Source: an optimization exercise on an open RTL-to-GDS flow (aim: small area and a short achievable clock period). Production flows keep margins and buffers that such runs may drop.
In this exercise RTL edits were held to simulation tests only and were not proved equivalent to the original.
Power figures rest on the tool's default switching activity, not on a simulated workload.

==> flow/design.v <==
package FPU_pkg;
    parameter F_LENGHT=16;
    parameter F_SIGN=1;
    parameter F_MANT=7;
    parameter F_EXP= 8;
    parameter F_EXP_BIAS=(2 ** (F_EXP-1))-1;
    parameter EXP_MAX= (2**F_EXP)-1;
    parameter INF_E_F			=	15'b111111110000000;  
	parameter SNAN_E_F			=	15'b111111110111111;  
	parameter QNAN_E_F			=	15'b111111111000000;  
	parameter ZERO_E_F			=	15'b000000000000000;  
endpackage 
import FPU_pkg::*;
module lampFPU_FMA( clk,rst,
sign_op1_i,mant_op1_i,exp_op1_i,isZ_op1_i,isInf_op1_i, isSNAN_op1_i, isQNAN_op1_i,
sign_op2_i,mant_op2_i,exp_op2_i,isZ_op2_i,isInf_op2_i, isSNAN_op2_i, isQNAN_op2_i,
sign_op3_i,mant_op3_i,exp_op3_i,isInf_op3_i, isSNAN_op3_i, isQNAN_op3_i,
doFMU_i,is_mult_sub_i,is_add_sub_i,  
res_sign_o,res_mant_o, res_exp_o,
is_Overflow_o,is_Underflow_o,is_to_round_o,valid_o
);
input clk,rst;
input [F_SIGN-1:0]          sign_op1_i;
input [(F_MANT-1)+1:0]      mant_op1_i;  
input [(F_EXP-1)+1:0]       exp_op1_i;
input                       isZ_op1_i;
input						isInf_op1_i;
input						isSNAN_op1_i;
input						isQNAN_op1_i;
input [F_SIGN-1:0]          sign_op2_i;
input [(F_MANT-1)+1:0]      mant_op2_i;  
input [(F_EXP-1)+1:0]       exp_op2_i;
input                       isZ_op2_i;
input						isInf_op2_i;
input						isSNAN_op2_i;
input						isQNAN_op2_i;
input [F_SIGN-1:0]          sign_op3_i;
input [(F_MANT-1)+1:0]      mant_op3_i;  
input [(F_EXP+1)-1:0]       exp_op3_i;
input						isInf_op3_i;
input						isSNAN_op3_i;
input						isQNAN_op3_i;
input                       doFMU_i;
input                       is_mult_sub_i;
input                       is_add_sub_i;
output logic [F_SIGN-1:0]          res_sign_o;
output logic [5+(F_MANT-1):0]      res_mant_o;  
output logic [F_EXP-1:0]           res_exp_o;
output logic                       is_Overflow_o;
output logic                       is_Underflow_o;
output logic                       is_to_round_o;
output logic                       valid_o;
	function automatic logic[3:0] FUNC_calcInfNanRes (
				input isMultSub_i, input isOpSub_i,
				input isZero_op1_i, isInf_op1_i,  input isSNan_op1_i, input isQNan_op1_i,
				input isZero_op2_i, isInf_op2_i,  input isSNan_op2_i, input isQNan_op2_i,
				input sign_mult_i,input sign_op3_i,
				input isInf_op3_i, input isSNan_op3_i, input isQNan_op3_i
			);
		logic realMult_sign,realOp3_sign;
		logic isNan_op1;
		logic isNan_op2;
		logic isNan_op3;
		logic isValidRes, isInfRes, isNanRes, signRes;
		isNan_op1 = isSNan_op1_i || isQNan_op1_i;
		isNan_op2 = isSNan_op2_i || isQNan_op2_i;
		isNan_op3 = isSNan_op3_i || isQNan_op3_i;
		isNanRes = 0; isInfRes = 0; signRes = 0;
		realMult_sign   = sign_mult_i ^ isMultSub_i;
		realOp3_sign 	= sign_op3_i ^ isOpSub_i;
		isValidRes 		= (isZero_op1_i|| isZero_op2_i ||isInf_op1_i || isInf_op2_i ||isInf_op3_i|| isNan_op1 || isNan_op2||isNan_op3) ? 1 : 0;
		if (isNan_op1)
		begin  
			isInfRes = 0; isNanRes = 1; signRes = sign_mult_i;
		end
		else if (isNan_op2)
		begin
			isInfRes = 0; isNanRes = 1; signRes = sign_mult_i;
		end
		else if (isNan_op3)
		begin
			isInfRes = 0; isNanRes = 1; signRes = sign_op3_i;
		end
		else  
		begin
			case({isZero_op1_i,isZero_op2_i,isInf_op1_i,isInf_op2_i,realMult_sign,realOp3_sign,isInf_op3_i})
			     7'b00_00_00_0:begin isNanRes = 0; isInfRes = 0; signRes = 0;   end
			     7'b00_00_00_1:begin isNanRes = 0; isInfRes = 1; signRes = 0;   end
			     7'b00_00_01_0:begin isNanRes = 0; isInfRes = 0; signRes = 0;   end
			     7'b00_00_01_1:begin isNanRes = 0; isInfRes = 1; signRes = 1;   end
			     7'b00_00_10_0:begin isNanRes = 0; isInfRes = 0; signRes = 0;   end
			     7'b00_00_10_1:begin isNanRes = 0; isInfRes = 1; signRes = 1;   end
			     7'b00_00_11_0:begin isNanRes = 0; isInfRes = 0; signRes = 0;   end
			     7'b00_00_11_1:begin isNanRes = 0; isInfRes = 1; signRes = 0;   end
			     7'b00_01_00_0:begin isNanRes = 0; isInfRes = 1; signRes = 0;   end
			     7'b00_01_00_1:begin isNanRes = 0; isInfRes = 1; signRes = 0;   end
			     7'b00_01_01_0:begin isNanRes = 0; isInfRes = 1; signRes = 0;   end
			     7'b00_01_01_1:begin isNanRes = 1; isInfRes = 0; signRes = 1;   end
			     7'b00_01_10_0:begin isNanRes = 0; isInfRes = 1; signRes = 1;   end
			     7'b00_01_10_1:begin isNanRes = 1; isInfRes = 0; signRes = 1;   end
			     7'b00_01_11_0:begin isNanRes = 0; isInfRes = 1; signRes = 1;   end
			     7'b00_01_11_1:begin isNanRes = 0; isInfRes = 1; signRes = 1;   end
			     7'b00_10_00_0:begin isNanRes = 0; isInfRes = 1; signRes = 0;   end
			     7'b00_10_00_1:begin isNanRes = 0; isInfRes = 1; signRes = 0;   end
			     7'b00_10_01_0:begin isNanRes = 0; isInfRes = 1; signRes = 0;   end
			     7'b00_10_01_1:begin isNanRes = 1; isInfRes = 0; signRes = 1;   end
				 7'b00_10_10_0:begin isNanRes = 0; isInfRes = 1; signRes = 1;   end
			     7'b00_10_10_1:begin isNanRes = 1; isInfRes = 0; signRes = 1;   end
			     7'b00_10_11_0:begin isNanRes = 0; isInfRes = 1; signRes = 1;   end
			     7'b00_10_11_1:begin isNanRes = 0; isInfRes = 1; signRes = 1;   end
			     7'b00_11_00_0:begin isNanRes = 0; isInfRes = 1; signRes = 0;   end
			     7'b00_11_00_1:begin isNanRes = 0; isInfRes = 1; signRes = 0;   end
			     7'b00_11_01_0:begin isNanRes = 0; isInfRes = 1; signRes = 0;   end			     
			     7'b00_11_01_1:begin isNanRes = 1; isInfRes = 0; signRes = 1;   end
			     7'b00_11_10_0:begin isNanRes = 0; isInfRes = 1; signRes = 1;   end
			     7'b00_11_10_1:begin isNanRes = 1; isInfRes = 0; signRes = 1;   end
			     7'b00_11_11_0:begin isNanRes = 0; isInfRes = 1; signRes = 1;   end
			     7'b00_11_11_1:begin isNanRes = 0; isInfRes = 1; signRes = 1;   end
			     7'b01_00_00_0:begin isNanRes = 0; isInfRes = 0; signRes = 0;   end
			     7'b01_00_00_1:begin isNanRes = 0; isInfRes = 1; signRes = 0;   end
			     7'b01_00_01_0:begin isNanRes = 0; isInfRes = 0; signRes = 1;   end
			     7'b01_00_01_1:begin isNanRes = 0; isInfRes = 1; signRes = 1;   end
			     7'b01_00_10_0:begin isNanRes = 0; isInfRes = 0; signRes = 0;   end
			     7'b01_00_10_1:begin isNanRes = 0; isInfRes = 1; signRes = 0;   end
			     7'b01_00_11_0:begin isNanRes = 0; isInfRes = 0; signRes = 1;   end
			     7'b01_00_11_1:begin isNanRes = 0; isInfRes = 1; signRes = 1;   end
			     7'b01_01_00_0:begin isNanRes = 1; isInfRes = 0; signRes = 0;   end
			     7'b01_01_00_1:begin isNanRes = 1; isInfRes = 0; signRes = 0;   end
			     7'b01_01_01_0:begin isNanRes = 1; isInfRes = 0; signRes = 1;   end
			     7'b01_01_01_1:begin isNanRes = 0; isInfRes = 0; signRes = 1;   end
			     7'b01_01_10_0:begin isNanRes = 1; isInfRes = 0; signRes = 1;   end
			     7'b01_01_10_1:begin isNanRes = 1; isInfRes = 0; signRes = 0;   end
			     7'b01_01_11_1:begin isNanRes = 1; isInfRes = 0; signRes = 1;   end
			     7'b01_10_00_0:begin isNanRes = 1; isInfRes = 0; signRes = 0;   end
			     7'b01_10_00_1:begin isNanRes = 1; isInfRes = 0; signRes = 0;   end
			     7'b01_10_01_0:begin isNanRes = 1; isInfRes = 0; signRes = 1;   end
			     7'b01_10_01_1:begin isNanRes = 1; isInfRes = 0; signRes = 1;   end
			     7'b01_10_10_0:begin isNanRes = 1; isInfRes = 0; signRes = 1;   end
			     7'b01_10_10_1:begin isNanRes = 1; isInfRes = 0; signRes = 1;   end
			     7'b01_10_11_0:begin isNanRes = 1; isInfRes = 0; signRes = 1;   end
			     7'b01_10_11_1:begin isNanRes = 1; isInfRes = 0; signRes = 1;   end
			     7'b01_11_00_0:begin isNanRes = 1; isInfRes = 0; signRes = 0;   end
			     7'b01_11_00_1:begin isNanRes = 1; isInfRes = 0; signRes = 0;   end
			     7'b01_11_01_0:begin isNanRes = 1; isInfRes = 0; signRes = 1;   end
			     7'b01_11_01_1:begin isNanRes = 1; isInfRes = 0; signRes = 1;   end
			     7'b01_11_10_0:begin isNanRes = 1; isInfRes = 0; signRes = 1;   end
			     7'b01_11_10_1:begin isNanRes = 1; isInfRes = 0; signRes = 1;   end
			     7'b01_11_11_1:begin isNanRes = 1; isInfRes = 0; signRes = 1;   end
			     7'b10_00_00_0:begin isNanRes = 0; isInfRes = 0; signRes = 0;   end
			     7'b10_00_00_1:begin isNanRes = 0; isInfRes = 1; signRes = 0;   end
			     7'b10_00_01_0:begin isNanRes = 0; isInfRes = 0; signRes = 1;   end
			     7'b10_00_01_1:begin isNanRes = 0; isInfRes = 1; signRes = 1;   end
			     7'b10_00_10_0:begin isNanRes = 0; isInfRes = 0; signRes = 0;   end
			     7'b10_00_10_1:begin isNanRes = 0; isInfRes = 1; signRes = 0;   end
			     7'b10_00_11_0:begin isNanRes = 0; isInfRes = 0; signRes = 1;   end
			     7'b10_00_11_1:begin isNanRes = 0; isInfRes = 1; signRes = 1;   end
			     7'b10_01_00_0:begin isNanRes = 1; isInfRes = 0; signRes = 0;   end
			     7'b10_01_00_1:begin isNanRes = 1; isInfRes = 0; signRes = 0;   end
			     7'b10_01_01_0:begin isNanRes = 1; isInfRes = 0; signRes = 1;   end
			     7'b10_01_01_1:begin isNanRes = 1; isInfRes = 0; signRes = 1;   end
			     7'b10_01_10_0:begin isNanRes = 1; isInfRes = 0; signRes = 1;   end
			     7'b10_01_10_1:begin isNanRes = 1; isInfRes = 0; signRes = 1;   end
			     7'b10_01_11_0:begin isNanRes = 1; isInfRes = 0; signRes = 1;   end
			     7'b10_01_11_1:begin isNanRes = 1; isInfRes = 0; signRes = 1;   end
			     7'b10_10_00_0:begin isNanRes = 1; isInfRes = 0; signRes = 0;   end
			     7'b10_10_00_1:begin isNanRes = 1; isInfRes = 0; signRes = 0;   end
			     7'b10_10_01_0:begin isNanRes = 1; isInfRes = 0; signRes = 1;   end
			     7'b10_10_01_1:begin isNanRes = 1; isInfRes = 0; signRes = 1;   end
			     7'b10_10_10_0:begin isNanRes = 1; isInfRes = 0; signRes = 1;   end
			     7'b10_10_10_1:begin isNanRes = 1; isInfRes = 0; signRes = 1;   end
			     7'b10_10_11_0:begin isNanRes = 1; isInfRes = 0; signRes = 1;   end
			     7'b10_10_11_1:begin isNanRes = 1; isInfRes = 0; signRes = 1;   end
			     7'b10_11_00_0:begin isNanRes = 1; isInfRes = 0; signRes = 0;   end
			     7'b10_11_00_1:begin isNanRes = 1; isInfRes = 0; signRes = 0;   end
			     7'b10_11_01_0:begin isNanRes = 1; isInfRes = 0; signRes = 1;   end
			     7'b10_11_01_1:begin isNanRes = 1; isInfRes = 0; signRes = 1;   end
			     7'b10_11_10_0:begin isNanRes = 1; isInfRes = 0; signRes = 1;   end
			     7'b10_11_10_1:begin isNanRes = 1; isInfRes = 0; signRes = 1;   end
			     7'b10_11_11_0:begin isNanRes = 1; isInfRes = 0; signRes = 1;   end
			     7'b10_11_11_1:begin isNanRes = 1; isInfRes = 0; signRes = 1;   end
			     7'b11_00_00_0:begin isNanRes = 0; isInfRes = 0; signRes = 0;   end
			     7'b11_00_00_1:begin isNanRes = 0; isInfRes = 1; signRes = 0;   end
			     7'b11_00_01_0:begin isNanRes = 0; isInfRes = 0; signRes = 1;   end
			     7'b11_00_01_1:begin isNanRes = 0; isInfRes = 1; signRes = 1;   end
			     7'b11_00_10_0:begin isNanRes = 0; isInfRes = 0; signRes = 0;   end
			     7'b11_00_10_1:begin isNanRes = 0; isInfRes = 1; signRes = 0;   end
			     7'b11_00_11_0:begin isNanRes = 0; isInfRes = 0; signRes = 1;   end
			     7'b11_00_11_1:begin isNanRes = 0; isInfRes = 1; signRes = 1;   end
			     7'b11_01_00_0:begin isNanRes = 1; isInfRes = 0; signRes = 0;   end
			     7'b11_01_00_1:begin isNanRes = 1; isInfRes = 0; signRes = 0;   end
			     7'b11_01_01_0:begin isNanRes = 1; isInfRes = 0; signRes = 1;   end
			     7'b11_01_01_1:begin isNanRes = 1; isInfRes = 0; signRes = 1;   end
			     7'b11_01_10_0:begin isNanRes = 1; isInfRes = 0; signRes = 1;   end
			     7'b11_01_10_1:begin isNanRes = 1; isInfRes = 0; signRes = 1;   end
			     7'b11_01_11_0:begin isNanRes = 1; isInfRes = 0; signRes = 1;   end
			     7'b11_01_11_1:begin isNanRes = 1; isInfRes = 0; signRes = 1;   end
			     7'b11_10_00_0:begin isNanRes = 1; isInfRes = 0; signRes = 0;   end
			     7'b11_10_00_1:begin isNanRes = 1; isInfRes = 0; signRes = 0;   end
			     7'b11_10_01_0:begin isNanRes = 1; isInfRes = 0; signRes = 1;   end
			     7'b11_10_01_1:begin isNanRes = 1; isInfRes = 0; signRes = 1;   end
			     7'b11_10_10_0:begin isNanRes = 1; isInfRes = 0; signRes = 1;   end
			     7'b11_10_10_1:begin isNanRes = 1; isInfRes = 0; signRes = 1;   end
			     7'b11_10_11_1:begin isNanRes = 1; isInfRes = 0; signRes = 1;   end
			     7'b11_11_00_0:begin isNanRes = 1; isInfRes = 0; signRes = 0;   end
			     7'b11_11_00_1:begin isNanRes = 1; isInfRes = 0; signRes = 0;   end
			     7'b11_11_01_0:begin isNanRes = 1; isInfRes = 0; signRes = 1;   end
			     7'b11_11_01_1:begin isNanRes = 1; isInfRes = 0; signRes = 1;   end
			     7'b11_11_10_0:begin isNanRes = 1; isInfRes = 0; signRes = 1;   end
			     7'b11_11_10_1:begin isNanRes = 1; isInfRes = 0; signRes = 1;   end
			     7'b11_11_11_0:begin isNanRes = 1; isInfRes = 0; signRes = 1;   end
			     7'b11_11_11_1:begin isNanRes = 1; isInfRes = 0; signRes = 1;   end
			endcase
		end
		FUNC_calcInfNanRes = {isValidRes, isInfRes, isNanRes, signRes};
	endfunction    
logic [15:0] prod;
logic [8:0]  exp_prod;
logic [10:0] align;              
logic        op3_only;           
logic        mult_sign, do_sub;
logic [23:0] op3_al;
logic [8:0]  exp_pre;
logic [8:0]  exp9_prod, exp9_op3;
logic        chk_valid, chk_inf, chk_nan, chk_sign, chk_spec;
logic [15:0] prod_r;             
logic [23:0] op3_r;              
logic        sub_r;              
logic        exp_gt_r;           
logic        exp_eq_r;           
logic [8:0]  exp9_r;             
logic        sign_gt_r, sign_le_r;   
logic        force_ff_r, nan_r, ovf_r, noround_r, valid_r;
always_comb begin
    mult_sign = sign_op1_i ^ sign_op2_i;
    prod      = mant_op1_i * mant_op2_i;
    exp_prod  = exp_op1_i + exp_op2_i - 9'd127;
    align     = {2'b0, exp_prod} - {2'b0, exp_op3_i} + 11'd9;
    op3_only  = align[10];
    if (op3_only)
        op3_al = {9'b0, mant_op3_i, 7'b0};
    else if (align > 11'd23)
        op3_al = '0;
    else
        op3_al = {mant_op3_i, 16'b0} >> align[4:0];
    do_sub    = sign_op1_i ^ sign_op2_i ^ sign_op3_i ^ is_mult_sub_i ^ is_add_sub_i;
    exp_pre   = op3_only ? exp_op3_i : exp_prod;
    exp9_prod = {1'b0, exp_prod[7:0]} + 9'd9;
    exp9_op3  = {1'b0, exp_op3_i[7:0]} + 9'd9;
    {chk_valid, chk_inf, chk_nan, chk_sign} = FUNC_calcInfNanRes(
        is_mult_sub_i, is_add_sub_i,
        isZ_op1_i, isInf_op1_i, isSNAN_op1_i, isQNAN_op1_i,
        isZ_op2_i, isInf_op2_i, isSNAN_op2_i, isQNAN_op2_i,
        mult_sign, sign_op3_i,
        isInf_op3_i, isSNAN_op3_i, isQNAN_op3_i);
    chk_spec  = chk_inf | chk_nan;
end
always_ff @(posedge clk) begin
    if (rst) begin
        prod_r     <= '0;
        op3_r      <= '0;
        sub_r      <= 1'b0;
        exp_gt_r   <= 1'b0;
        exp_eq_r   <= 1'b0;
        exp9_r     <= '0;
        sign_gt_r  <= 1'b0;
        sign_le_r  <= 1'b0;
        force_ff_r <= 1'b0;
        nan_r      <= 1'b0;
        ovf_r      <= 1'b0;
        noround_r  <= 1'b0;
        valid_r    <= 1'b0;
    end else begin
        prod_r     <= op3_only ? 16'b0 : prod;
        op3_r      <= op3_al ^ {24{do_sub & ~op3_only}};
        sub_r      <= do_sub & ~op3_only;
        exp_gt_r   <= ~align[10] & (align > 11'd9);
        exp_eq_r   <= align == 11'd9;
        exp9_r     <= (op3_only ? exp9_op3 : exp9_prod) ^ 9'd9;
        sign_gt_r  <= chk_spec ? chk_sign : (mult_sign ^ is_mult_sub_i);
        sign_le_r  <= chk_spec ? chk_sign : (sign_op3_i ^ is_add_sub_i);
        force_ff_r <= chk_spec | exp_pre[8];
        nan_r      <= chk_nan & ~chk_inf;
        ovf_r      <= ~chk_spec & exp_pre[8];
        noround_r  <= chk_spec | chk_valid;
        valid_r    <= doFMU_i;
    end
end
logic        mult_gt;
logic [24:0] add_a, add_b, add_p, add_g, grp_g, grp_p, carry, sum;
logic [31:0] n0, n1, n2, n3, n4, n5;
logic [4:0]  lz;
logic        sum_zero;
logic [8:0]  exp9;
logic [7:0]  exp_z;
logic [9:0]  exp_adj;            
logic        unf;
logic [11:0] mant_n;
logic [7:0]  exp_n;
always_comb begin
    mult_gt = exp_gt_r | (exp_eq_r & (prod_r[14:7] > (op3_r[14:7] ^ {8{sub_r}})));
    add_a = {9'b0, prod_r};
    add_b = {sub_r, op3_r};
    add_p = add_a ^ add_b;
    add_g = add_a & add_b;
    grp_g = add_g;
    grp_p = add_p;
    for (int l = 0; l < 5; l++)
        for (int i = 0; i < 25; i++)
            if ((i >> l) & 1) begin
                grp_g[i] = grp_g[i] | (grp_p[i] & grp_g[((i >> l) << l) - 1]);
                grp_p[i] = grp_p[i] & grp_p[((i >> l) << l) - 1];
            end
    carry[0] = sub_r & mult_gt;
    for (int i = 1; i < 25; i++)
        carry[i] = grp_g[i-1] | (sub_r & mult_gt & grp_p[i-1]);
    sum = add_p ^ carry ^ {sub_r & mult_gt, {24{sub_r & ~mult_gt}}};
    n0 = {sum[23:0], 8'b0};
    lz[4] = ~|n0[31:16]; n1 = lz[4] ? {n0[15:0], 16'b0} : n0;
    lz[3] = ~|n1[31:24]; n2 = lz[3] ? {n1[23:0], 8'b0}  : n1;
    lz[2] = ~|n2[31:28]; n3 = lz[2] ? {n2[27:0], 4'b0}  : n2;
    lz[1] = ~|n3[31:30]; n4 = lz[1] ? {n3[29:0], 2'b0}  : n3;
    lz[0] = ~n4[31];     n5 = lz[0] ? {n4[30:0], 1'b0}  : n4;
    sum_zero = ~|sum[23:0];
    exp9     = exp9_r ^ 9'd9;
    exp_z    = exp9[7:0] - 8'd9;
    exp_adj  = {1'b0, exp9} - {5'b0, lz};
    unf      = ~sum_zero & exp_adj[9];
    mant_n   = {sum[24] & (lz == 5'd0), n5[31:22], |n5[21:17]};
    exp_n    = sum_zero ? exp_z : (unf ? 8'b0 : exp_adj[7:0]);
end
always_ff @(posedge clk) begin
    if (rst) begin
        res_sign_o     <= 1'b0;
        res_mant_o     <= '0;
        res_exp_o      <= '0;
        is_Overflow_o  <= 1'b0;
        is_Underflow_o <= 1'b0;
        is_to_round_o  <= 1'b0;
        valid_o        <= 1'b0;
    end else begin
        res_sign_o     <= mult_gt ? sign_gt_r : sign_le_r;
        res_mant_o     <= force_ff_r ? {nan_r, 11'b0} : mant_n;
        res_exp_o      <= force_ff_r ? 8'hff : exp_n;
        is_Overflow_o  <= ovf_r;
        is_Underflow_o <= ~force_ff_r & unf;
        is_to_round_o  <= ~noround_r;
        valid_o        <= valid_r;
    end
end
endmodule
==> flow/flow/run.sh <==
#!/bin/bash
# Standard layout, except that the port buffers are buf_1 cells instead of
# the delay-cell buffers buffer_ports picks by default. Every port still gets a buffer.
set -euo pipefail
bash standard.sh BUFFER_PORTS_ARGS="-buffer_cell sky130_fd_sc_hd__buf_1" finish > standard_make.log 2>&1
==> flow/standard.sh <==
#!/bin/bash
# synth_recipe.tcl (not shown) runs the flow's synth.tcl, then flattens the netlist and writes it again
# the make line also repeats each setting of config.mk as NAME=value (left out here)
make -C /OpenROAD-flow-scripts/flow DESIGN_CONFIG=/design/flow/config.mk WORK_HOME=/design/flow/orfs CLKGATE_MAP_FILE= SYNTH_SCRIPT=/design/flow/synth_recipe.tcl "${@:-finish}"
==> flow/config.mk <==
export PLATFORM = sky130hd
export DESIGN_NAME = lampFPU_FMA
export DESIGN_NICKNAME = lampFPU_FMA
export VERILOG_FILES = /design/flow/design.v
export SDC_FILE = /design/flow/constraint.sdc
export NUM_CORES = 4
export LEC_CHECK = 0
export ABC_AREA = 1
export CAP_MARGIN = 20
export CORE_MARGIN = 2
export CORE_UTILIZATION = 40
export CTS_BUF_LIST = sky130_fd_sc_hd__clkbuf_8
export GPL_ROUTABILITY_DRIVEN = 0
export SETUP_SLACK_MARGIN = 4
export SLEW_MARGIN = 20
export TNS_END_PERCENT = 10
==> flow/constraint.sdc <==
create_clock -name core_clock -period 10.0 [get_ports {clk}]
set_input_delay 2.0000 -clock core_clock [delete_from_list [all_inputs] [get_ports {clk}]]
set_output_delay 2.0000 -clock core_clock [all_outputs]
set_load 0.01 [all_outputs]
==> notes.md, run 1 <==
clk sinks 84; initial drt markers slightly below 600; final hold vios 0; routed wire length per instance 12.2 µm; syn avg cell area around 6.2 µm²; CP Depth 44; CP max stage delay around 360 ps; synthesized area slightly above 10000 µm²; cell taking the most area after synthesis nand2_1; maxcap violations 0; TritonCTS clock tree built; Layout area overhead 19.0%; Seq/Total Area, Yosys 16.7%; run status timing/DRC/antenna clean; Post-synth EDFFs 0; Synth cell types a little under 50; Site Rows 58; H-tree depth 3; Max Root-Sink Buffers 2; die width ~160 µm; Worst VDD drop about 0.15 mV; Worst Setup Path Type flip-flop to flip-flop; DR vias around 10k; share of layout cells above drive strength 1 between 10% and 20%; simple-gate share of the synthesized area approximately a third; nets 1967; total chip power about 3.4 mW; GR Overflow Total 0; CP delay by family, top simple AND/OR/NAND/NOR gates; multiplexer share of the synthesized area less than 1%; Core Region around 25000 µm²; initial antenna violation count 0; # diodes 0; Buffers & Inverters on Critical Path 7; clock latency on the worst-skew pair around 380 ps; largest fanout on the critical path 16; power per cell area roughly 280 nW/µm²; hold path cells 1; synthesized flop and latch total 84; Slew Viols, Final 0; Async S/R FF share, synth 0%; fmax between 0.15 and 0.2 GHz; largest net degree at the start of global routing 35; vias in the first global route 9164; first-pass GRT wire length approximately 42000 µm; Synth Area in Compound Gates between 10 and 15%; Filler cells 2611; RSZ-0062 raised after global routing true; Worst slew margin 45.1%; top_reg_cell synth dfxtp_1; setup TNS 0 ps; Worst path slowest cell dfxtp_4; Final min period between 5000 and 6000 ps; P_leak 6.39 nW; Total Die Area 26500 µm²; largest family of logic cells by synthesized area simple AND/OR/NAND/NOR gates; Clock Root Buffer clkbuf_8; initial cell density of the core between 40% and 50%; Slew @ Worst Pin slightly above 800 ps; most frequent cells after synthesis nand2_1, inv_1, nor2_1; WP data arrival slightly above 6000 ps; Synth area leaders nand2_1, dfxtp_1, ha_1, inv_1, fa_1; I/O pin cnt 95; Critical Path Sink Type flip-flop; Post-Synth XOR/XNOR Area about 5%; total wire length ~26000 µm; syn_nets around 1.8k; skew final about 12 ps; adder-cell share of the synthesized area 20.0%; most frequent cell after synthesis nand2_1; period utilization a little under three fifths; endpoints failing setup 0; Most common cell on crit path nand2_1; Syn Inst Count 1630; Die H between 150 and 200 µm; Detailed Place HPWL slightly below 20000 µm; DR pass1 iterations 5; port bufs 94; top cell type's share of synthesized area 17.0%; CP Data Required Time 10270 ps; drc violations 0; GRT Util Overall between 10% and 20%; HP Class flip-flop to flip-flop; Worst Setup Start Kind flip-flop; Post-DRT Antenna Nets 0; total CTS buffers 9; Yosys warning count 1; Via density between 4 and 5; clock-pin slew on the worst setup and hold paths 90 ps; Worst R2R Path Depth 44
## path summary, 6_finish.rpt
path,from,endpoint,slack (ps)
setup / recovery,sub_r,res_exp_o[3],4240
hold / removal,noround_r,is_to_round_o,380
setup reg to reg,sub_r,res_exp_o[3],4240
hold reg to reg,noround_r,is_to_round_o,380
## flip-flops by register name, indices dropped and copies added (netlist names), 8 cells and up
register	flops
exp9_r	9
op3_r	24
prod_r	16
res_exp_o	8
res_mant_o	12
## cell usage in the layout (no fill, tap or decap), types with 12 or more instances in the layout
master,count
nand2_1,425
nand4_1,18
nand3_1,80
o21ai_0,93
nor3_1,21
buf_1,82
dfxtp_1,83
a21oi_1,51
inv_1,293
xnor2_1,18
fa_1,37
xor2_1,33
nor2_1,130
o21ai_1,16
nand3_2,12
nand2_2,39
buf_4,69
ha_1,87
## kinds of logic (layout without fill, tap and decap cells)
logic type,count (synthesis),count (layout)
buf+inv,362,491
flops,84,84
mux,2,2
fa+ha+maj,137,137
simple gates,774,780
xor+xnor,58,58
compound gates,213,213
## per-stage QoR
stage	setup slack [ps]	instances	utilization (%)	hold WS (ps)	area [µm²]
final	4240	2095	48.1	381	12000
after detailed placement	2870	2006	42.7	374	10700
after global placement	3080	2006	42.7	370	10700
after CTS	3940	2038	44.3	387	11000
after floorplan	4010	1630	-	363	10100
after global routing	3860	2095	48.1	399	12000
## power breakdown
part	switching (mW)	leakage (nW)	total, mW	internal (mW)
registers	0.0553	0.693	0.479	0.424
clock network	0.125	0.100	0.239	0.114
logic	1.64	5.60	2.67	1.03
## cell type report
type,count,area (µm²),share of cell area (%)
Inverter,311,1190,9.94
Tap cell,330,413,3.44
Multi-Input combinational cell,1190,7580,63.1
Clock inverter,7,68.8,0.573
Timing Repair Buffer,163,945,7.86
Timing Repair inverter,1,7.51,0.0625
Sequential cell,84,1690,14.0
Clock buffer,9,124,1.03
## timing repair
action                     4_1_cts  5_1_grt
gates cloned                     4        4
pin swaps                        6       58
setup buffers                   12       53
hold buffers                     0        0
setup endpoints to repair       43       59
gates resized for setup         24      155
## per-layer routing
layer  global-route usage (%)  wire (µm)
met5                        0          0
met4                     4.26        390
met3                     2.29        934
met2                     31.1      12000
met1                     26.5      12300
==> run 2, diff against run 1 <==
--- a/flow/config.mk
+++ b/flow/config.mk
@@ -10,7 +10,6 @@
 export CORE_MARGIN = 2
 export CORE_UTILIZATION = 40
 export CTS_BUF_LIST = sky130_fd_sc_hd__clkbuf_8
-export GPL_ROUTABILITY_DRIVEN = 0
 export SETUP_SLACK_MARGIN = 4
 export SLEW_MARGIN = 20
-export TNS_END_PERCENT = 10
+export TNS_END_PERCENT = 0
==> run 2 against run 1 <==
Compared with the run above:
- largest power group unchanged
- register-to-register slack gained 130 ps
- setup slack gained 16 ps
- still clean
- combinational power shrank 6%
- largest cell class unchanged
- critical path depth shrank 22
- clock skew shrank 5.1 ps
- sequential power is essentially flat
- synthesized cell count is the same
- clock power is essentially flat
- critical path type is now input pin to flip-flop
- sequential share of layout area grew 0.28 points
==> notes.md, run 2 <==
Seq/Total Area, Yosys between 10% and 20%; Via density between 4 and 5; multi-input combinational cell area between 7000 and 8000 µm²; Worst VDD drop 0.137 mV; post-route insts no fill a little over 2k; Post-DRT Antenna Nets 0; initial antenna violation count 0; drc violations 0; power per cell area about 270 nW/µm²; largest registers op3_r x24, prod_r x16, res_mant_o x12; H-tree depth 3; # diodes 0; first-pass GRT wire length just over 40000 µm; Critical Path Sink Type flip-flop; met1 usage 26.4%; TritonCTS clock tree built; worst hold slack 395 ps; DR pass1 iterations 5; initial drt markers between 600 and 700; setup TNS 0 ps; number of cells after detailed placement about 2k; Site Rows 58; GR Overflow Total 0; Final min period around 5700 ps; Filler cells between 2k and 3k; P_leak between 6 and 7 nW; fmax about 0.17 GHz; syn_nets 1837; DR vias between 10k and 15k; total wire length around 25000 µm; most frequent cells after synthesis nand2_1, inv_1, nor2_1; Worst Setup Start Kind input pin; Detailed Place HPWL approximately 20000 µm; final core occ a little under half; total CTS buffers 9; period utilization 57.4%; final hold vios 0; share of layout cells above drive strength 1 between 10% and 20%; initial cell density of the core between 40 and 50%; Async S/R FF share, synth 0%; top cell type's share of synthesized area between 10% and 20%; most frequent cell after synthesis nand2_1; routed wire length per instance 12.2 µm; port bufs between 90 and 100; Yosys warning count 1; syn avg cell area slightly above 6 µm²; largest net degree at the start of global routing 34; most frequent cells in the layout nand2_1, inv_1, nor2_1, o21ai_0, ha_1; Die H about 160 µm; max reg flops 24; clock latency on the worst-skew pair 380 ps; Worst path slowest cell fa_2; endpoints failing setup 0; Layout area overhead 16.7%; FF+latch area roughly 1700 µm²; cells along the critical path buf_1 > ha_1 > ha_2 > inv_1 > fa_2 > inv_1 > ha_4 > a21oi_2 > o31ai_1 > or2_2 > nand2_1 > inv_1 > or2_2 > nand2_2 > clkinvlp_4 > buf_4 > nor2_1 > inv_2 > o21ai_0 > nand2_1 > xor2_1 > nor2_1; largest fanout on the critical path 15; Slew Viols, Final 0; RSZ-0062 raised after global routing true; clock-pin slew on the worst setup and hold paths about 80 ps; top_reg_cell synth dfxtp_1; CP Data Required Time between 10000 and 15000 ps; Core Region 25000 µm²; Post-synth EDFFs 0; met3 Use GR 2.50%; die width around 160 µm; Synth area leaders nand2_1, dfxtp_1, ha_1, inv_1, fa_1; GPL Wtd Cong 0.905; Buffers & Inverters on Critical Path 7; Total Die Area approximately 27000 µm²; maxcap violations 0; HP Class flip-flop to flip-flop; Worst Setup Path Type input pin to flip-flop; vias in the first global route ~9k; nets around 1.9k; met2 usage between 30% and 40%; WP data arrival around 6000 ps; Worst slew margin between 40 and 50%; clk sinks 84; GRT Util Overall a little under a fifth; Max Root-Sink Buffers 2; cell taking the most area after synthesis nand2_1; most used routing layer met2; I/O pin cnt 95; Synth cell types 49; Most common cell on crit path inv_1; most common cell after layout, fill and taps aside nand2_1; skew final between 6 and 7 ps; Clock Root Buffer clkbuf_8; run status timing/DRC/antenna clean; Slew @ Worst Pin 826 ps; Syn Inst Count around 1.6k; synthesized flop and latch total 84; largest reg by FF count op3_r; synthesized area 10100 µm²; CP max stage delay 520 ps; CP delay by family, top simple AND/OR/NAND/NOR gates
run 2: cell counts after synthesis:
No cell type changed its count.
run 2: worst paths after layout:
| check | start | to | slack, ps | cells past startpoint |
|---|---|---|---|---|
| setup reg to reg | sub_r | res_exp_o[2] | 4370 | 42 |
| setup / recovery | exp_op1_i[1] | op3_r[4] | 4260 | 22 |
| hold reg to reg | noround_r | is_to_round_o | 400 | 1 |
| hold / removal | noround_r | is_to_round_o | 400 | 1 |
run 2: logic make-up (layout without fill, tap and decap cells):
logic type / after synthesis / after routing / synth area share [%]
mux: 2 / 2 / 0.198
flops: 84 / 84 / 16.7
xor+xnor: 58 / 58 / 5.03
simple gates: 774 / 780 / 32.8
buf+inv: 362 / 470 / 13.9
fa+ha+maj: 137 / 137 / 20.0
compound gates: 213 / 213 / 11.5
run 2: through the flow:
step / worst slack [ps] / cell area, µm² / power (mW)
after floorplan: 4010 / 10100 / 2.20
after global placement: 3010 / 10700 / 2.58
after detailed placement: 2810 / 10700 / 2.60
after CTS: 3930 / 11000 / 2.91
after global routing: 3870 / 11800 / 3.62
final: 4260 / 11800 / 3.23
run 2: per-layer routing:
layer / vias up / part of all wire (%)
met4: 0 / 1.3
met5: - / 0
met2: 202 / 46
li1: 5290 / -
met3: 28 / 3.6
met1: 4542 / 49
run 2: layout make-up:
class	instances	area share, %
tap	330	3.50
timing repair inverter	1	0.0637
sequential	84	14.3
inverter	311	10.0
clock buffer	9	1.05
clock inverter	6	0.552
multi-input combinational	1190	63.8
timing repair buffer	143	6.72
run 2: what timing repair did:
item	4_1_cts	5_1_grt
resized for setup	22	134
hold buffers	0	0
cloned	3	5
pin swaps	4	53
endpoints found under the setup margin	43	59
setup buffers	7	38
run 2: where the power goes:
group | leakage, nW | switching (mW) | internal [mW]
Sequential | 0.693 | 0.0540 | 0.424
Clock | 0.0955 | 0.125 | 0.114
Combinational | 5.50 | 1.59 | 0.930
==> run 3, diff against run 2 <==
--- a/flow/config.mk
+++ b/flow/config.mk
@@ -12,4 +12,4 @@
 export CTS_BUF_LIST = sky130_fd_sc_hd__clkbuf_8
 export SETUP_SLACK_MARGIN = 4
 export SLEW_MARGIN = 20
-export TNS_END_PERCENT = 0
+export TNS_END_PERCENT = 30
==> run 3 against run 2 <==
Compared with the run above:
- cell count shrank 0.19%
- first-iteration DRC count is 14% lower
- global-route usage increased by 0.092 points
- die area stayed put
- critical endpoint unchanged
==> notes.md, run 3 <==
skew final around 6.3 ps; Yosys warning count 1; vias in the first global route a little over 9k; share of layout cells above drive strength 1 between 10% and 20%; Hold Startpoint noround_r; Worst Setup Path Type input pin to flip-flop; Clock Root Buffer clkbuf_8; Synth area leaders nand2_1, dfxtp_1, ha_1, inv_1, fa_1; # diodes 0; final hold vios 0; Seq/Total Area, Yosys ~17%; Worst Setup Start Kind input pin; syn_nets 1837; first-pass GRT wire length 41800 µm; cell taking the most area after synthesis nand2_1; Syn Inst Count between 1.5k and 2k; period utilization 57.8%; most frequent cells in the layout nand2_1, inv_1, nor2_1, o21ai_0, ha_1; largest reg by FF count op3_r; P_leak roughly 6.3 nW; Core Region roughly 25000 µm²; CP Data Required Time 10220 ps; most frequent cells after synthesis nand2_1, inv_1, nor2_1; Post-DRT Antenna Nets 0; clk sinks 84; setup TNS 0 ps; largest net degree at the start of global routing 34; port bufs 94; GRT Util Overall a little under a fifth; Via density roughly 4.8; Worst slew margin between 40 and 50%; initial cell density of the core 40.4%; Total Die Area 26500 µm²; largest registers op3_r x24, prod_r x16, res_mant_o x12; largest fanout on the critical path 15; Max Root-Sink Buffers 2; initial drt markers 544; Final min period just under 6000 ps; clock latency on the worst-skew pair around 370 ps; die width approximately 160 µm; endpoints failing setup 0; synthesized flop and latch total 84; GPL Wtd Cong between 0.9 and 1; Die H 163 µm; Slew Viols, Final 0; I/O pin cnt between 90 and 100; run status timing/DRC/antenna clean; Layout area overhead 16.5%; DR pass1 iterations 5; Site Rows 58; synthesized area approximately 10000 µm²; WP data arrival ~6000 ps; total wire length about 25000 µm; total chip power 3.23 mW; worst reg2reg startpoint sub_r; max reg flops 24; Worst VDD drop roughly 0.13 mV; Slew @ Worst Pin 827 ps; maxcap violations 0; Detailed Place HPWL roughly 20000 µm; most frequent cell after synthesis nand2_1; Post-synth EDFFs 0; clock-pin slew on the worst setup and hold paths roughly 80 ps; drc violations 0; top cell type's share of synthesized area about 17%; Async S/R FF share, synth 0%; GR Overflow Total 0; initial antenna violation count 0; TritonCTS clock tree built; syn avg cell area 6.19 µm²; routed wire length per instance about 12 µm; fmax 0.173 GHz; Worst Setup SP exp_op1_i[1]; top_reg_cell synth dfxtp_1; most common cell after layout, fill and taps aside nand2_1; Synth cell types 49; total CTS buffers 9; Hold-fix buffers, CTS 0; nets a little under 2k; DR vias approximately 10k; Critical Path Sink Type flip-flop; HP Class flip-flop to flip-flop; RSZ-0062 raised after global routing true; power per cell area 275 nW/µm²; H-tree depth 3; worst hold slack 395 ps
[run 3: worst max-delay path, cell delays in order]
cell and delay (ps):
buf_1 70, ha_1 280, ha_1 210, inv_1 80
fa_2 430, inv_1 110, ha_4 220, a21oi_2 140
o31ai_1 100, or2_2 280, nand2_1 100, inv_1 60
or2_2 290, nand2_2 260, clkinvlp_4 150, buf_4 190
nor2_1 120, inv_2 100, o21ai_0 330, nand2_1 120
xor2_1 250, nor2_1 90
[run 3: cells by family (layout without fill, tap and decap cells)]
logic type | count (synthesis) | in the layout | synth area share, %
flops | 84 | 84 | 16.7
simple gates | 774 | 779 | 32.8
fa+ha+maj | 137 | 137 | 20.0
mux | 2 | 2 | 0.198
compound gates | 213 | 213 | 11.5
buf+inv | 362 | 467 | 13.9
xor+xnor | 58 | 58 | 5.03
[run 3: routing by layer]
layer | share of wire, % | vias to the layer above | GRT usage, % | wire length [µm]
li1 | - | 5274 | - | -
met1 | 49 | 4521 | 26.5 | 12400
met2 | 46 | 170 | 31.3 | 11700
met3 | 3.0 | 27 | 2.06 | 756
met4 | 1.3 | 0 | 3.90 | 324
met5 | 0 | - | 0 | 0
[run 3: power breakdown]
| part | switching [mW] | internal (mW) |
|---|---|---|
| registers | 0.0544 | 0.424 |
| logic | 1.58 | 0.928 |
| clock network | 0.124 | 0.114 |
| total | 1.76 | 1.47 |
[run 3: per-stage QoR]
step	instance area, µm²	instances	utilization, %	worst slack, ps
after floorplan	10100	1630	-	4010
after global placement	10700	2006	42.7	3010
after detailed placement	10700	2006	42.7	2810
after CTS	11100	2038	44.4	3980
after global routing	11800	2070	47.1	3880
final	11800	2070	47.1	4220
[run 3: repair_timing]
action / 4_1_cts / 5_1_grt
resized for setup: 27 / 139
buffers inserted: 13 / 29
pin swaps: 7 / 44
gates cloned: 4 / 3
setup endpoints to repair: 43 / 59
[run 3: area by class of cell]
cell class	count	area (µm²)
well taps	330	413
clock buffers	9	124
flip-flops and latches	84	1690
repair inverters	1	7.51
repair buffers	140	778
inverters	311	1190
clock inverters	6	65.1
multi-input cells	1189	7500
fillers	2630	13200
[run 3: worst paths after layout]
path | slack [ps] | cells past startpoint | endpoint
worst max-delay path | 4220 | 22 | op3_r[4]
worst min-delay path | 400 | 1 | is_to_round_o
worst max register to register | 4330 | 41 | res_exp_o[2]
worst min register to register | 400 | 1 | is_to_round_o
==> run 4, diff against run 3 <==
--- a/flow/config.mk
+++ b/flow/config.mk
@@ -8,8 +8,7 @@
 export ABC_AREA = 1
 export CAP_MARGIN = 20
 export CORE_MARGIN = 2
-export CORE_UTILIZATION = 40
+export CORE_UTILIZATION = 65
 export CTS_BUF_LIST = sky130_fd_sc_hd__clkbuf_8
 export SETUP_SLACK_MARGIN = 4
 export SLEW_MARGIN = 20
-export TNS_END_PERCENT = 30
==> run 4 against run 3 <==
Compared with the run above:
- hold slack lost 22 ps
- via count rose by 6.4%
- critical path type is now flip-flop to flip-flop
- synthesized cell count did not move
- routed wire length rose by 6.2%
- still clean on timing, DRC and antenna
- largest cell class unchanged
- clock power grew 4%
- critical path depth up 19
- core utilization is 31 points higher
==> notes.md, run 4 <==
synthesized flop and latch total 84; RSZ-0062 raised after global routing false; period utilization slightly below 60%; clock-pin slew on the worst setup and hold paths about 90 ps; met3 Use GR 5.11%; most frequent cells after synthesis nand2_1, inv_1, nor2_1; Worst VDD drop roughly 0.22 mV; max reg flops 24; final hold vios 0; initial antenna violation count 0; Sw Share between 50 and 60%; Total Die Area about 17000 µm²; die width 129 µm; total wire length about 27000 µm; nets roughly 2.0k; Most common cell on crit path nand2_1; DR pass1 iterations 8; clk sinks 84; Via density roughly 5.5; drc violations 0; Synth cell types a little under 50; Critical Path Sink Type flip-flop; Detailed Place HPWL ~19000 µm; GPL Wtd Cong 0.954; total chip power 3.44 mW; Core Region between 15000 and 20000 µm²; Internal roughly 1.6 mW; most used routing layer met2; Psw around 1.9 mW; CP max stage delay about 380 ps; first-pass GRT wire length between 40000 and 50000 µm; HP Class flip-flop to flip-flop; Post-DRT Antenna Nets 0; Worst path slowest cell fa_2; clock latency on the worst-skew pair 380 ps; Post-synth EDFFs 0; most common cell after layout, fill and taps aside nand2_1; worst hold slack 373 ps; Layout area overhead 17.0%; met2 usage between 50 and 60%; number of cells after detailed placement around 1.9k; largest reg by FF count op3_r; I/O pin cnt 95; top_reg_cell synth dfxtp_1; largest registers op3_r x24, prod_r x16, res_mant_o x12; maxcap violations 0; routed wire length per instance ~14 µm; DR vias roughly 11k; total CTS buffers 9; port bufs 94; initial cell density of the core around 66%; Async S/R FF share, synth 0%; post-route insts no fill 1945; Filler cells approximately 1.2k; Slew @ Worst Pin about 810 ps; Syn Inst Count 1630; vias in the first global route roughly 9.3k; top cell type's share of synthesized area 17.0%; share of layout cells above drive strength 1 between 10% and 20%; power per cell area 291 nW/µm²; met1 usage between 40 and 50%; GR Overflow Total 0; WP data arrival a little over 6000 ps; GRT Util Overall 30.8%; Clock Root Buffer clkbuf_8; CP Data Required Time between 10000 and 15000 ps; Seq/Total Area, Yosys 16.7%; cell taking the most area after synthesis nand2_1; H-tree depth 3; final core occ 77.7%; most frequent cells in the layout nand2_1, inv_1, nor2_1, ha_1, o21ai_0; synthesized area between 10000 and 15000 µm²; most frequent cell after synthesis nand2_1; Worst slew margin a little under half; run status timing/DRC/antenna clean; Die H ~130 µm; largest net degree at the start of global routing 32; Synth area leaders nand2_1, dfxtp_1, ha_1, inv_1, fa_1; syn_nets approximately 1.8k; setup TNS 0 ps; # diodes 0; Clk pwr share under 10%; Final min period 5830 ps; Max Root-Sink Buffers 2; Worst Setup Start Kind flip-flop; TritonCTS clock tree built; Hold-fix buffers, CTS 0; Site Rows 45; largest fanout on the critical path 8; syn avg cell area slightly above 6 µm²; Comb pwr share about four fifths; fmax 0.172 GHz; endpoints failing setup 0; Slew Viols, Final 0; Yosys warning count 1; Worst Setup Path Type flip-flop to flip-flop; initial drt markers a little over 900; power share of the sequential group 14.0%; skew final between 10 and 15 ps; P_leak between 6 and 7 nW
run 4: cell counts after synthesis:
No cell type changed its count.
run 4: critical path: cells and delay by family (launching register included):
family | cells | cell delay [ps]
fa+ha+maj | 3 | 830
compound gates | 6 | 860
buf+inv | 7 | 660
flops | 1 | 360
xor+xnor | 2 | 280
simple gates | 23 | 2700
run 4: per-stage QoR:
step	worst slack, ps	area, µm²
2_1_floorplan	4010	10100
3_3_place_gp	3010	10500
3_5_place_dp	2880	10500
4_1_cts	4000	10900
5_1_grt	3760	11800
6_report	4170	11800
run 4: logic make-up (layout without fill, tap and decap cells):
group	Yosys count	after routing	share of synthesized area, %
xor+xnor	58	58	5.03
flops	84	84	16.7
fa+ha+maj	137	137	20.0
mux	2	2	0.198
compound gates	213	213	11.5
buf+inv	362	486	13.9
simple gates	774	777	32.8
run 4: layer usage:
| layer | vias up | wire length, µm |
|---|---|---|
| met2 | 405 | 12500 |
| met3 | 71 | 1830 |
| li1 | 5324 | - |
| met5 | - | 0 |
| met4 | 0 | 662 |
| met1 | 4831 | 11700 |
run 4: worst paths after layout:
check,from,to,slack [ps],cells past startpoint
worst min register to register,noround_r,is_to_round_o,370,1
worst min-delay path,noround_r,is_to_round_o,370,1
worst max-delay path,sub_r,res_exp_o[6],4170,41
worst max register to register,sub_r,res_exp_o[6],4170,41
run 4: power groups by stage:
stage	combinational [mW]	sequential, mW	clock [mW]
after floorplan	1.72	0.483	0
after global placement	2.07	0.483	0
after detailed placement	2.10	0.484	0
after CTS	2.21	0.477	0.250
after global routing	3.02	0.489	0.260
final	2.71	0.481	0.247
run 4: layout make-up:
type / instances / area (µm²) / area share, %
Clock inverter: 5 / 53.8 / 0.455
Timing Repair Buffer: 160 / 967 / 8.19
Sequential cell: 84 / 1690 / 14.3
Tap cell: 188 / 235 / 1.99
Clock buffer: 10 / 138 / 1.17
Multi-Input combinational cell: 1187 / 7540 / 63.8
Inverter: 311 / 1200 / 10.1
run 4: repair_timing:
action                                  4_1_cts  5_1_grt
pin swaps                                     5       71
resized for setup                            35      158
endpoints found under the setup margin       42       51
setup buffers                                15       46
cloned                                        3        2
==> run 5, diff against run 4 <==
--- a/flow/config.mk
+++ b/flow/config.mk
@@ -10,5 +10,5 @@
 export CORE_MARGIN = 2
 export CORE_UTILIZATION = 65
 export CTS_BUF_LIST = sky130_fd_sc_hd__clkbuf_8
-export SETUP_SLACK_MARGIN = 4
+export SETUP_SLACK_MARGIN = 3
 export SLEW_MARGIN = 20
==> run 5 against run 4 <==
Compared with the run above:
- sequential share of layout area grew 1.4 points
- cell count shrank 3.2%
- via count shrank 6.7%
- sequential power shrank 0.8%
- critical path type is now input pin to flip-flop
==> notes.md, run 5 <==
syn_nets between 1.5k and 2k; Hold-fix buffers, CTS 0; Worst path slowest cell fa_1; hold path cells 1; CP Depth 28; Synth area leaders nand2_1, dfxtp_1, ha_1, inv_1, fa_1; drc violations 0; nets between 1.5k and 2k; DR vias just under 10k; setup ws final 3590 ps; top_reg_cell synth dfxtp_1; WP data arrival ~6700 ps; Post-DRT Antenna Nets 0; clk sinks 84; DP Worst Slack between 2000 and 3000 ps; H-tree depth 3; Synth Area in Compound Gates 11.5%; Clock Root Buffer clkbuf_8; CP max stage delay 390 ps; skew final 8.28 ps; clock-pin slew on the worst setup and hold paths 80 ps; most frequent cell after synthesis nand2_1; Die H 129 µm; vias in the first global route between 9k and 10k; Max Root-Sink Buffers 2; number of cells after detailed placement approximately 1.9k; most frequent cells in the layout nand2_1, inv_1, nor2_1, o21ai_0, ha_1; largest net degree at the start of global routing 33; Worst Setup Path Type input pin to flip-flop; clock latency on the worst-skew pair 360 ps; synthesized flop and latch total 84; top cell type's share of synthesized area 17.0%; routed wire length per instance 12.6 µm; Worst R2R Path Depth 43; DP Area approximately 10000 µm²; CP Data Required Time between 10000 and 15000 ps; largest reg by FF count op3_r; Final min period 6410 ps; RSZ-0062 raised after global routing false; cell area after layout roughly 11000 µm²; largest registers op3_r x24, prod_r x16, res_mant_o x12; power per cell area 270 nW/µm²; most common cell after layout, fill and taps aside nand2_1; worst hold slack about 380 ps; Worst Setup Start Kind input pin; simple-gate share of the synthesized area roughly 33%; DR pass1 iterations 6; Layout area overhead 6.52%; port bufs 94; Detailed Place HPWL between 15000 and 20000 µm; Buffers & Inverters on Critical Path 3; Worst slew margin approximately 43%; Most common cell on crit path nand2_1; most frequent cells after synthesis nand2_1, inv_1, nor2_1; initial antenna violation count 0; total wire length 23600 µm; setup TNS 0 ps; GR Overflow Total 0; Slew Viols, Final 0; run status timing/DRC/antenna clean; initial drt markers ~650; cell taking the most area after synthesis nand2_1; Post-Synth XOR/XNOR Area 5.03%; Yosys warning count 1; GPL Wtd Cong around 0.96; Via density around 5.3; largest fanout on the critical path 21; HP Class flip-flop to flip-flop; final hold vios 0; multiplexer share of the synthesized area less than 1%; Post-synth EDFFs 0; max reg flops 24; Synth cell types just under 50; period utilization 64.1%; CP delay by family, top simple AND/OR/NAND/NOR gates; total CTS buffers 9; Site Rows 45; fmax around 0.16 GHz; syn avg cell area 6.19 µm²; TritonCTS clock tree built; post-route insts no fill 1882; die width 129 µm; initial cell density of the core 66.4%; maxcap violations 0; endpoints failing setup 0; adder-cell share of the synthesized area 20.0%; P_leak around 6.0 nW; Async S/R FF share, synth 0%; I/O pin cnt 95; share of layout cells above drive strength 1 4.13%; Seq/Total Area, Yosys 16.7%; Worst VDD drop 0.178 mV; Total Die Area about 17000 µm²; Syn Inst Count approximately 1.6k; GRT Util Overall a little under 30%; first-pass GRT wire length about 41000 µm; # diodes 0; synthesized area roughly 10000 µm²; Critical Path Sink Type flip-flop; largest family of logic cells by synthesized area simple AND/OR/NAND/NOR gates; Slew @ Worst Pin 848 ps; Core Region roughly 15000 µm²
[run 5: cell counts after synthesis]
Identical to the previous run, type by type.
[run 5: cells by family (layout without fill, tap and decap cells)]
kind of cell	after synthesis	in the layout
fa+ha+maj	137	137
mux	2	2
xor+xnor	58	58
compound gates	213	213
flops	84	84
simple gates	774	775
buf+inv	362	425
[run 5: what timing repair did]
item / 4_1_cts / 5_1_grt
setup buffers: 0 / 2
setup endpoints to repair: 0 / 22
hold endpoints to repair: 0 / 0
resized for setup: 0 / 10
[run 5: path summary, 6_finish.rpt]
path	startpoint	endpoint	slack, ps
hold reg to reg	noround_r	is_to_round_o	380
setup / recovery	exp_op2_i[1]	exp9_r[6]	3590
setup reg to reg	sub_r	res_exp_o[3]	3660
hold / removal	noround_r	is_to_round_o	380
[run 5: cell type report]
type | count | area (µm²)
Fill cell | 1393 | 4450
Tap cell | 188 | 235
Clock inverter | 5 | 77.6
Sequential cell | 84 | 1680
Timing Repair Buffer | 99 | 394
Multi-Input combinational cell | 1185 | 7050
Clock buffer | 10 | 138
Inverter | 311 | 1170
[run 5: routing by layer]
| layer | global-route usage (%) | vias to the layer above | share of wire, % |
|---|---|---|---|
| met5 | 0 | - | 0 |
| met4 | 6.71 | 0 | 1.5 |
| met3 | 4.20 | 31 | 6.0 |
| met2 | 49.3 | 307 | 45 |
| met1 | 41.1 | 4401 | 47 |
| li1 | - | 5182 | - |
[run 5: power breakdown]
group          internal [mW]  leakage, nW  switching [mW]
combinational          0.736         5.19            1.42
sequential             0.423        0.693          0.0539
clock                  0.145        0.114           0.121
total                   1.30         5.99            1.60
[run 5: metrics by stage]
| step | utilization (%) | power (mW) |
|---|---|---|
| floorplan | - | 2.20 |
| global placement | 68.9 | 2.55 |
| detailed placement | 68.9 | 2.58 |
| CTS | 70.3 | 2.86 |
| global route | 70.7 | 3.26 |
| finish | 70.7 | 2.90 |
==> run 6, diff against run 5 <==
--- a/flow/config.mk
+++ b/flow/config.mk
@@ -8,7 +8,8 @@
 export ABC_AREA = 1
 export CAP_MARGIN = 20
 export CORE_MARGIN = 2
-export CORE_UTILIZATION = 65
+export CORE_UTILIZATION = 50
 export CTS_BUF_LIST = sky130_fd_sc_hd__clkbuf_8
-export SETUP_SLACK_MARGIN = 3
+export SETUP_SLACK_MARGIN = 4
 export SLEW_MARGIN = 20
+export TNS_END_PERCENT = 10
==> run 6 against run 5 <==
Compared with the run above:
- still clean
- via count increased by 2.0%
- setup slack improved by 560 ps
- routed wire length increased by 10%
- clock-buffer cell count is the same
- power rose by 16%
- critical path type unchanged
- highest routed layer unchanged
==> notes.md, run 6 <==
WP data arrival approximately 6000 ps; top_reg_cell synth dfxtp_1; initial drt markers about 540; GR Overflow Total 0; Worst Setup Start Kind input pin; maxcap violations 0; largest fanout on the critical path 7; worst reg2reg startpoint sub_r; top cell type's share of synthesized area 17.0%; Final min period 5850 ps; met1 usage about a third; endpoints failing setup 0; Die H about 150 µm; DR pass1 iterations 5; total CTS buffers 9; power per cell area between 200 and 300 nW/µm²; CP Data Required Time just over 10000 ps; die width 146 µm; nets about 2k; Total Die Area 21300 µm²; Syn Inst Count 1630; Site Rows 51; Worst path slowest cell fa_2; HP Class flip-flop to flip-flop; Filler cells about 2k; setup TNS 0 ps; most used routing layer met2; largest registers op3_r x24, prod_r x16, res_mant_o x12; GPL Wtd Cong slightly above 0.9; vias in the first global route 9261; Reg2Reg Setup Slack roughly 4200 ps; Critical Path Sink op3_r[9]; Worst Setup SP exp_op1_i[1]; Slew @ Worst Pin 887 ps; P_leak about 6.4 nW; number of cells after detailed placement between 1.5k and 2k; period utilization between 50% and 60%; most frequent cell after synthesis nand2_1; Async S/R FF share, synth 0%; largest net degree at the start of global routing 34; # diodes 0; final core occ 60.4%; Layout area overhead 17.7%; DP Worst Slack 2820 ps; met3 Use GR 2.72%; Clock Root Buffer clkbuf_8; initial antenna violation count 0; Synth area leaders nand2_1, dfxtp_1, ha_1, inv_1, fa_1; met2 usage 38.3%; Worst Setup Path Type input pin to flip-flop; synthesized area 10100 µm²; setup ws final slightly above 4000 ps; Worst R2R Path Depth just over 40; Worst slew margin about two fifths; CP delay by family, top compound AO/OA/AOI/OAI gates; Slew Viols, Final 0; run status timing/DRC/antenna clean; drc violations 0; Critical Path Sink Type flip-flop; Seq/Total Area, Yosys between 10% and 20%; most frequent cells after synthesis nand2_1, inv_1, nor2_1; initial cell density of the core just over 50%; Via density 5.03; Yosys warning count 1; Detailed Place HPWL between 15000 and 20000 µm; Core Region roughly 20000 µm²; I/O pin cnt 95; port bufs between 90 and 100; Post-synth EDFFs 0; DR vias 10.1k; GRT Util Overall between 20% and 30%; CP max stage delay roughly 380 ps; RSZ-0062 raised after global routing true; syn_nets between 1.5k and 2k; H-tree depth 3; total wire length approximately 26000 µm; Worst VDD drop roughly 0.16 mV; fmax approximately 0.17 GHz; TritonCTS clock tree built; synthesized flop and latch total 84; clock latency on the worst-skew pair ~370 ps; final hold vios 0; Buffers & Inverters on Critical Path 6; largest reg by FF count op3_r; max reg flops 24; routed wire length per instance 12.9 µm; first-pass GRT wire length between 40000 and 50000 µm; post-route insts no fill between 2k and 2.5k; clock-pin slew on the worst setup and hold paths around 80 ps; RR Endpoint res_exp_o[6]; syn avg cell area approximately 6.2 µm²; Most common cell on crit path nand2_1; share of layout cells above drive strength 1 about an eighth; CP Depth 29; most frequent cells in the layout nand2_1, inv_1, nor2_1, o21ai_0, ha_1; Post-DRT Antenna Nets 0; cell taking the most area after synthesis nand2_1; skew final 7.76 ps; Max Root-Sink Buffers 2; clk sinks 84; most common cell after layout, fill and taps aside nand2_1; Synth cell types 49
## run 6: cell counts after synthesis
Identical to the previous run, type by type.
## run 6: worst min-delay path by stage
stage | startpoint | depth (start not counted) | end | slack (ps)
4_1_cts | noround_r | 1 | is_to_round_o | 380
2_1_floorplan | noround_r | 1 | is_to_round_o | 360
5_1_grt | noround_r | 1 | is_to_round_o | 410
3_5_place_dp | noround_r | 1 | is_to_round_o | 370
3_3_place_gp | noround_r | 1 | is_to_round_o | 370
6_report | noround_r | 1 | is_to_round_o | 380
## run 6: where the power goes
group          total, mW  switching, mW  internal, mW
clock network      0.266          0.121         0.145
registers          0.479         0.0556         0.424
logic               2.62           1.63         0.992
## run 6: final cells by class
| cell class | instances | area (µm²) | share of cell area, % |
|---|---|---|---|
| Multi-Input combinational cell | 1189 | 7580 | 63.8 |
| Sequential cell | 84 | 1690 | 14.2 |
| Inverter | 311 | 1190 | 10.0 |
| Timing Repair Buffer | 149 | 872 | 7.34 |
| Tap cell | 265 | 332 | 2.79 |
| Clock buffer | 10 | 138 | 1.16 |
| Clock inverter | 5 | 77.6 | 0.653 |
| Timing Repair inverter | 1 | 7.51 | 0.0632 |
## run 6: logic make-up (layout without fill, tap and decap cells)
logic type               count (synthesis)  after routing  synth area share, %
buffers and inverters                  362            476                 13.9
flip-flops                              84             84                 16.7
multiplexers                             2              2                0.198
adder cells (fa/ha/maj)                137            137                 20.0
AO/OA/AOI/OAI                          213            213                 11.5
XOR/XNOR                                58             58                 5.03
AND/OR/NAND/NOR                        774            779                 32.8
## run 6: layer usage
metal / wire length [µm] / vias to the layer above
li1: - / 5322
met1: 12600 / 4511
met2: 11600 / 257
met3: 1250 / 34
met4: 453 / 0
met5: 0 / -
## run 6: metrics by stage
| stage | total power [mW] | cell area (µm²) | hold WS, ps |
|---|---|---|---|
| global route | 3.75 | 11900 | 415 |
| global placement | 2.60 | 10600 | 372 |
| floorplan | 2.20 | 10100 | 363 |
| CTS | 2.95 | 11000 | 382 |
| detailed placement | 2.60 | 10600 | 369 |
| finish | 3.36 | 11900 | 383 |
## run 6: timing repair
item	CTS	global route
resized for setup	26	156
cloned	3	4
setup buffers	9	42
pin swaps	4	57
setup endpoints to repair	49	55
hold buffers	0	0
==> run 7, diff against run 6 <==
--- a/flow/config.mk
+++ b/flow/config.mk
@@ -8,7 +8,7 @@
 export ABC_AREA = 1
 export CAP_MARGIN = 20
 export CORE_MARGIN = 2
-export CORE_UTILIZATION = 50
+export CORE_UTILIZATION = 35
 export CTS_BUF_LIST = sky130_fd_sc_hd__clkbuf_8
 export SETUP_SLACK_MARGIN = 4
 export SLEW_MARGIN = 20
==> run 7 against run 6 <==
Compared with the run above:
- still clean
- non-clock buffer count rose by 12
- hold slack got worse by 1.4 ps
- flip-flop and latch count unchanged
- clock power shrank 3%
- clock skew rose by 4.6 ps
- sequential share of layout area is 0.25 points lower
- critical path depth decreased by 7
- synthesized area stayed put
- largest power group unchanged
- largest cell class unchanged
- synthesized cell count unchanged
- cell count is 6.8% higher
- routed wire length shrank 1.9%
- design area up 1.8%
==> notes.md, run 7 <==
run status timing/DRC/antenna clean; Via density ~4.7; RR Endpoint res_exp_o[2]; H-tree depth 3; Clock Root Buffer clkbuf_8; simple-gate share of the synthesized area 32.8%; DR pass1 iterations 4; Clk pwr share 7.6%; Synth Area in Compound Gates 11.5%; most common cell after layout, fill and taps aside nand2_1; nets 1967; largest fanout on the critical path 15; routed wire length per instance 11.9 µm; cell area after layout 12100 µm²; I/O pin cnt 95; P_leak around 6.4 nW; fmax roughly 0.17 GHz; Core Region 28500 µm²; Worst R2R Path Depth 39; Async S/R FF share, synth 0%; syn avg cell area ~6.2 µm²; clk sinks between 80 and 90; Critical Path Sink Type flip-flop; initial antenna violation count 0; total wire length roughly 26000 µm; RSZ-0062 raised after global routing true; Hold-fix buffers, CTS 0; most frequent cell after synthesis nand2_1; Comb pwr share between 70% and 80%; maxcap violations 0; final hold vios 0; multiplexer share of the synthesized area less than 1%; adder-cell share of the synthesized area between 15 and 20%; CP Data Required Time ~10000 ps; Max Root-Sink Buffers 2; first-pass GRT wire length 41900 µm; largest family of logic cells by synthesized area simple AND/OR/NAND/NOR gates; synthesized area between 10000 and 15000 µm²; HP Class flip-flop to flip-flop; die width between 150 and 200 µm; Internal about 1.6 mW; Seq/Total Area, Yosys 16.7%; setup TNS 0 ps; total CTS buffers 9; Reg2Reg Setup Slack about 4300 ps; Sw Share a little over half; Slew @ Worst Pin 809 ps; total chip power 3.39 mW; Yosys warning count 1; Worst VDD drop about 0.12 mV; worst hold slack 381 ps; initial cell density of the core 35.4%; Critical Path Sink op3_r[3]; power share of the sequential group between 10% and 20%; vias in the first global route 9291; GPL Wtd Cong ~0.90; DR vias 10.1k; largest net degree at the start of global routing 34; DP Area 10700 µm²; initial drt markers 518; TritonCTS clock tree built; Post-synth EDFFs 0; share of layout cells above drive strength 1 between 10% and 20%; GR Overflow Total 0; port bufs 94; largest registers op3_r x24, prod_r x16, res_mant_o x12; most frequent cells after synthesis nand2_1, inv_1, nor2_1; top cell type's share of synthesized area 17.0%; power per cell area between 200 and 300 nW/µm²; largest reg by FF count op3_r; worst reg2reg startpoint sub_r; clock latency on the worst-skew pair 390 ps; skew final between 10 and 15 ps; drc violations 0; period utilization 57.5%; Worst Setup SP exp_op1_i[1]; Detailed Place HPWL 19400 µm; synthesized flop and latch total 84; Syn Inst Count between 1.5k and 2k; WP data arrival between 6000 and 7000 ps; Site Rows 62; Final min period about 5800 ps; Worst slew margin between 40% and 50%; Worst Setup Start Kind input pin; Synth area leaders nand2_1, dfxtp_1, ha_1, inv_1, fa_1; Synth cell types 49; Post-Synth XOR/XNOR Area under 10%; Die H around 170 µm; Slew Viols, Final 0; GRT Util Overall around 16%; Post-DRT Antenna Nets 0; Layout area overhead 19.8%; clock-pin slew on the worst setup and hold paths around 90 ps; top_reg_cell synth dfxtp_1; syn_nets 1837; Worst Setup Path Type input pin to flip-flop; max reg flops 24; Total Die Area just over 30000 µm²; Psw approximately 1.8 mW; endpoints failing setup 0; most frequent cells in the layout nand2_1, inv_1, nor2_1, o21ai_0, ha_1; cell taking the most area after synthesis nand2_1
==> run 7: cell counts after synthesis <==
Identical to the previous run, type by type.
==> run 7: power by group through the flow <==
stage                     Sequential (mW)  Clock [mW]  Combinational [mW]
after floorplan                     0.483           0                1.72
after global placement              0.485           0                2.09
after detailed placement            0.486           0                2.11
after CTS                           0.478       0.265                2.23
after global routing                0.491       0.275                3.00
final                               0.480       0.257                2.65
==> run 7: routing by layer <==
metal	global-route usage, %	part of all wire (%)	routed length [µm]
met5	0	0	0
met2	27.4	47	12000
met4	4.59	1.7	444
met1	22.5	49	12400
met3	1.54	2.5	641
==> run 7: how the worst min path moves through the flow <==
stage                     cells past startpoint  slack [ps]       from       endpoint
after CTS                                     1         380  noround_r  is_to_round_o
final                                         1         380  noround_r  is_to_round_o
after detailed placement                      1         370  noround_r  is_to_round_o
after floorplan                               1         360  noround_r  is_to_round_o
after global routing                          1         400  noround_r  is_to_round_o
after global placement                        1         370  noround_r  is_to_round_o
==> run 7: stage by stage <==
stage,util [%],setup slack (ps),cells
2_1_floorplan,-,4010,1630
3_3_place_gp,37.5,3020,2059
3_5_place_dp,37.5,2790,2059
4_1_cts,39.1,3970,2095
5_1_grt,42.3,3890,2149
6_report,42.3,4250,2150
==> run 7: what timing repair did <==
action                     CTS  global route
resized for setup           24           150
setup buffers               16            48
pin swaps                    6            57
setup endpoints to repair   42            53
gates cloned                 4             6
==> run 7: critical path: stages <==
cell and delay [ps]:
buf_1 70, ha_1 280, ha_1 210, inv_1 80, fa_2 430, inv_1 120, ha_4 220, a21oi_2 140
o31ai_1 100, or2_2 280, nand2_1 90, inv_1 50, or2_2 290, nand2_2 230, clkinvlp_4 180, buf_4 170
nor2_1 110, inv_2 100, o21ai_0 290, nand2_1 120, xor2_1 150, nor2_1 280
==> run 7: area by class of cell <==
type                       count  area, µm²
fill                        3064      16500
clock inverter                 6       68.8
antenna                        1       2.50
sequential                    84       1690
timing repair buffer         161        937
inverter                     311       1190
tap                          384        480
clock buffer                  10        138
multi-input combinational   1191       7570
timing repair inverter         2       15.0
==> run 7: logic make-up after synthesis <==
family	count (synthesis)
AO/OA/AOI/OAI	213
XOR/XNOR	58
adder cells (fa/ha/maj)	137
buffers and inverters	362
flip-flops	84
multiplexers	2
AND/OR/NAND/NOR	774

[afterwards: timing with drivers on the ports]
How much do the figures lean on ideal ports? The routed layouts below were timed once more, with nothing changed but the port constraints. Step 1 (the two cells are an assumption about what drives the block):
set clk [get_ports {clk}]
set_driving_cell -lib_cell sky130_fd_sc_hd__clkbuf_16 $clk
set_driving_cell -lib_cell sky130_fd_sc_hd__buf_2 [delete_from_list [all_inputs] $clk]
Step 2 times the ports against the registers' clock, not the clock port: input delays grow and output delays shrink by t, the midpoint of the rising clock arrivals with the driver on. a / b / c = ideal / step 1 / step 2; a / b = the first two.
| run | shift t [ns] | setup WS [ns] | worst data-port slew with drivers (ns) |
|---|---|---|---|
| run 1 | 0.408 | 4.241 / 4.241 / 3.861 | 0.04 |
| run 2 | 0.410 | 4.258 / 4.273 / 3.863 | 0.04 |
| run 3 | 0.405 | 4.222 / 4.241 / 3.835 | 0.04 |
| run 4 | 0.416 | 4.172 / 4.172 / 3.832 | 0.03 |
| run 5 | 0.392 | 3.590 / 3.604 / 3.213 | 0.03 |
| run 6 | 0.405 | 4.154 / 4.173 / 3.767 | 0.04 |
| run 7 | 0.422 | 4.245 / 4.260 / 3.838 | 0.04 |
After both steps every run listed still meets setup and hold. For run 7, which loses most, drivers alone change the setup slack by +0.015 ns; drivers and shift together by -0.407 ns.
